This design comes from an exercise in tuning for small area, a short achievable clock period and few clock cycles on the open sky130 flow, not from production work. Only simulation tests tie the RTL to the original design; equivalence was not proved. Power is estimated from default activity; no workload was simulated.

// VCU
module VCU#(
    parameter NoOfElem = 4,
    parameter wordSize = 32,
    parameter memDepthC = 32,
    localparam memDepth = memDepthC - 2,
    localparam insSpace = 8  
)
(
    input clk,
    input RESET,
    input memWRTDone,
    input [wordSize - 1:0] BRAMdataIn,  
    output logic [wordSize-1: 0] BRAMDataOut,  
    output logic [memDepth-1+2:0]BRAMaddrByte,
    output logic [3:0]BRAMWREN,
    output logic BRAMENMEM,
    output logic done
);
    localparam K_TERM = 5, K_LDRF = 4, K_LDROW = 3, K_MUL = 2, K_AS = 1, K_JMP = 0;
    logic        mwd_r;      
    logic        run;        
    logic [5:0]  k;          
    logic [23:0] fld;        
    logic [5:0]  nk;         
    logic [23:0] nfld;
    logic [6:0]  cnt;        
    logic [3:0]  ph;         
    logic [29:0] pc;
    logic [29:0] addr;       
    logic        we;         
    logic        rf_valid;   
    logic [3:0]  wcnt;       
    logic [2:0]  ldp;        
  ...
clock: 10.0 ns
lec_check: 0
cap_margin: 20
core_margin: 2
core_utilization: 40
place_density: 0.6
slew_margin: 20
standard.sh (not shown) runs the stock make flow with config.mk's settings and CLKGATE_MAP_FILE= SYNTH_SCRIPT=/design/flow/synth_recipe.tcl, a recipe that flattens the netlist after the stock synthesis.
==> flow/flow/run.sh <==
#!/bin/bash
set -euo pipefail
bash standard.sh SETUP_SLACK_MARGIN=6.5 \
  "CTS_ARGS=-sink_clustering_enable -repair_clock_nets -dont_use_dummy_load -sink_clustering_size 30 -sink_clustering_max_diameter 80" \
  finish > standard_flow.log 2>&1
Testbench counts at the start, summed over its fixed seeds: cycles 42,677.
Edit:
--- a/flow/design.v
+++ b/flow/design.v
@@ -1,31 +1,31 @@
 `timescale 1ns / 1ps
 module PE (
     input  [15:0] one, two, neg,           
     input  [31:0] a,                       
+    input  [31:0] acc,                     
     output [5:0][31:0] rows                
 );
-  wire [31:0] pp [0:16];
+  wire [31:0] pp [0:17];
   wire [31:0] negrow;
   genvar i;
   generate for (i = 0; i < 16; i = i + 1) begin : g_pp
     wire [31:0] mag = ({32{one[i]}} & a) | ({32{two[i]}} & {a[30:0], 1'b0});
     assign pp[i] = ({32{neg[i]}} ^ mag) << (2 * i);
     assign negrow[2*i]   = neg[i];
     assign negrow[2*i+1] = 1'b0;
   end endgenerate
   assign pp[16] = negrow;
+  assign pp[17] = acc;
   wire [31:0] l1 [0:11];
   wire [31:0] l2 [0:7];
-  generate for (i = 0; i < 5; i = i + 1) begin : g_l1
+  generate for (i = 0; i < 6; i = i + 1) begin : g_l1
   assign l1[2*i] = (pp[3*i]) ^ (pp[3*i+1]) ^ (pp[3*i+2]); 
   assign l1[2*i+1] = (((pp[3*i]) & (pp[3*i+1])) | ((pp[3*i]) & (pp[3*i+2])) | ((pp[3*i+1]) & (pp[3*i+2]))) << 1;
   end endgenerate
-  assign l1[10] = pp[15];
-  assign l1[11] = pp[16];
   generate for (i = 0; i < 4; i = i + 1) begin : g_l2
   assign l2[2*i] = (l1[3*i]) ^ (l1[3*i+1]) ^ (l1[3*i+2]); 
   assign l2[2*i+1] = (((l1[3*i]) & (l1[3*i+1])) | ((l1[3*i]) & (l1[3*i+2])) | ((l1[3*i+1]) & (l1[3*i+2]))) << 1;
   end endgenerate
   assign rows[0] = (l2[0]) ^ (l2[1]) ^ (l2[2]); 
   assign rows[1] = (((l2[0]) & (l2[1])) | ((l2[0]) & (l2[2])) | ((l2[1]) & (l2[2]))) << 1;
   assign rows[2] = (l2[3]) ^ (l2[4]) ^ (l2[5]); 
@@ -66,22 +66,21 @@
     logic        we;         
     logic        rf_valid;   
     logic [3:0]  wcnt;       
     logic [2:0]  ldp;        
     logic        p_last, p_stall, p_fetch, p_nload, p_rda, p_rdr, p_wr, p_jmpf;
     logic        p_mulwr, p_selB, p_digm, p_diga, p_ldrd, p_term, p_rfv;
     logic [5:0]  p_off;
-    logic        sa_acc;     
-    logic        sx_x, sx_inv;   
+    logic        s1_acc;     
     logic [31:0] inreg;      
     logic [31:0] dout;       
     logic [15:0] d_one, d_two, d_neg;    
     logic [5:0][31:0] r1;    
     logic [31:0] r2s, r2c;   
-    logic [31:0] accA, accB, accC;
+    logic [31:0] accA, accB;
     logic [15:0][31:0] rf;   
     assign BRAMaddrByte = {addr, 2'b00};
     assign BRAMWREN = {4{we}};
     assign BRAMENMEM = 1'b1;
     assign BRAMDataOut = dout;
     wire [7:0] iop = inreg[31:24];
     wire [5:0] in_k = {iop == 8'h01, iop == 8'h04, iop == 8'h08,
@@ -246,41 +245,36 @@
         end else if (p_diga) begin
             d_one <= {15'd0, rf_valid};
             d_two <= 16'd0;
             d_neg <= {15'd0, op == 2'd1 || op == 2'd2};
         end
     end
     logic [5:0][31:0] r1_d;
-    PE pe (.one(d_one), .two(d_two), .neg(d_neg), .a(rf[0]), .rows(r1_d));
-    wire [6:0] v = cnt - 7'd4;
-    wire [31:0] acc_in = {32{sa_acc}} & accC;
+    wire [31:0] acc_in = {32{s1_acc}} & accB;
+    PE pe (.one(d_one), .two(d_two), .neg(d_neg), .a(rf[0]), .acc(acc_in), .rows(r1_d));
+    wire [6:0] v_n = cnt_n - 7'd4;
     wire [31:0] a0 = (r1[0]) ^ (r1[1]) ^ (r1[2]); 
     wire [31:0] a1 = (((r1[0]) & (r1[1])) | ((r1[0]) & (r1[2])) | ((r1[1]) & (r1[2]))) << 1;
     wire [31:0] a2 = (r1[3]) ^ (r1[4]) ^ (r1[5]); 
     wire [31:0] a3 = (((r1[3]) & (r1[4])) | ((r1[3]) & (r1[5])) | ((r1[4]) & (r1[5]))) << 1;
     wire [31:0] b0 = (a0) ^ (a1) ^ (a2); 
     wire [31:0] b1 = (((a0) & (a1)) | ((a0) & (a2)) | ((a1) & (a2))) << 1;
     wire [31:0] c0s = (b0) ^ (b1) ^ (a3); 
     wire [31:0] c1s = (((b0) & (b1)) | ((b0) & (a3)) | ((b1) & (a3))) << 1;
-    wire [31:0] r2s_d = (c0s) ^ (c1s) ^ (acc_in); 
-    wire [31:0] r2c_d = (((c0s) & (c1s)) | ((c0s) & (acc_in)) | ((c1s) & (acc_in))) << 1;
-    wire [31:0] xin = {32{sx_x}} & (inreg ^ {32{sx_inv}});
-    wire [31:0] d0s = r2s ^ r2c ^ xin;
-    wire [31:0] d0m = (r2s & r2c) | (r2s & xin) | (r2c & xin);
-    wire [31:0] d0c = {d0m[30:0], sx_x && sx_inv};
-    wire [31:0] s3out = d0s + d0c;
+    wire [31:0] xin = {32{k[K_AS]}} & (BRAMdataIn ^ {32{op[0]}});
+    wire [31:0] d0m = (c0s & c1s) | (c0s & xin) | (c1s & xin);
+    wire [31:0] r2s_d = c0s ^ c1s ^ xin;
+    wire [31:0] r2c_d = {d0m[30:0], k[K_AS] && op[0]};
+    wire [31:0] s3out = r2s + r2c;
     always_ff @(posedge clk) begin
         inreg <= BRAMdataIn;
         r1 <= r1_d;
-        sa_acc <= k[K_MUL] && (v[3:2] != 2'd0);
-        sx_x <= k[K_AS];
-        sx_inv <= op[0];
+        s1_acc <= n_mul && (v_n[3:2] != 2'd0);
         r2s <= r2s_d;
         r2c <= r2c_d;
         accA <= s3out;
         accB <= accA;
-        accC <= accB;
         for (int i = 0; i < 15; i = i + 1)
             rf[i] <= rf[i + 1];
         rf[15] <= ldp[2] ? inreg : rf[0];
     end
 endmodule
The changed run passed the timing, DRC and antenna checks.
Worst setup slack improved by 89 ps.
Wire length is lower by about 2%.
Maximum frequency is higher by about 2.6%.
Power is lower by 2.8%.
Flip-flop and latch count is lower by 5.
Die area is lower by about 0.9%.
Via count is lower by 1.5%.
Sequential power hardly moves.
Design area is lower by about 1.7%.
Global-route usage is higher by 0.10 points.
Clock skew is higher by 13 ps.
Sequential share of layout area is higher by 0.54 points.
Testbench counts after the change, summed over its fixed seeds: cycles 42,677.

[what the ideal ports hide]
The flow's constraints put no driver on any port. The routed layouts listed below were extracted and timed again, unchanged, in two steps. Step 1: set_driving_cell puts a clkbuf_16 on clk and a buf_2 on each other input, an assumption about the parent block. Step 2 adds t to the input delays and takes it off the output delays; t is the mean of the earliest and latest rising clock arrival at the registers after step 1. Input paths then give back, and output paths get back, about the clock's delay inside the block. Slacks: ideal / step 1 / step 2; pairs: ideal / step 1.
| run | shift t [ns] | slack for setup (ns) | hold WS [ns] | latest minus earliest clock arrival (ns) |
|---|---|---|---|---|
| the first run | 0.691 | 6.474 / 6.472 / 6.474 | 0.282 / 0.282 / 0.282 | 0.068 / 0.068 |
| the second run | 0.708 | 6.563 / 6.510 / 6.264 | 0.270 / 0.270 / 0.270 | 0.086 / 0.086 |
After both steps setup and hold are still met in every run listed. The setup slack of the second run, which loses most, moves by -0.053 ns with the drivers and by -0.299 ns with both steps.
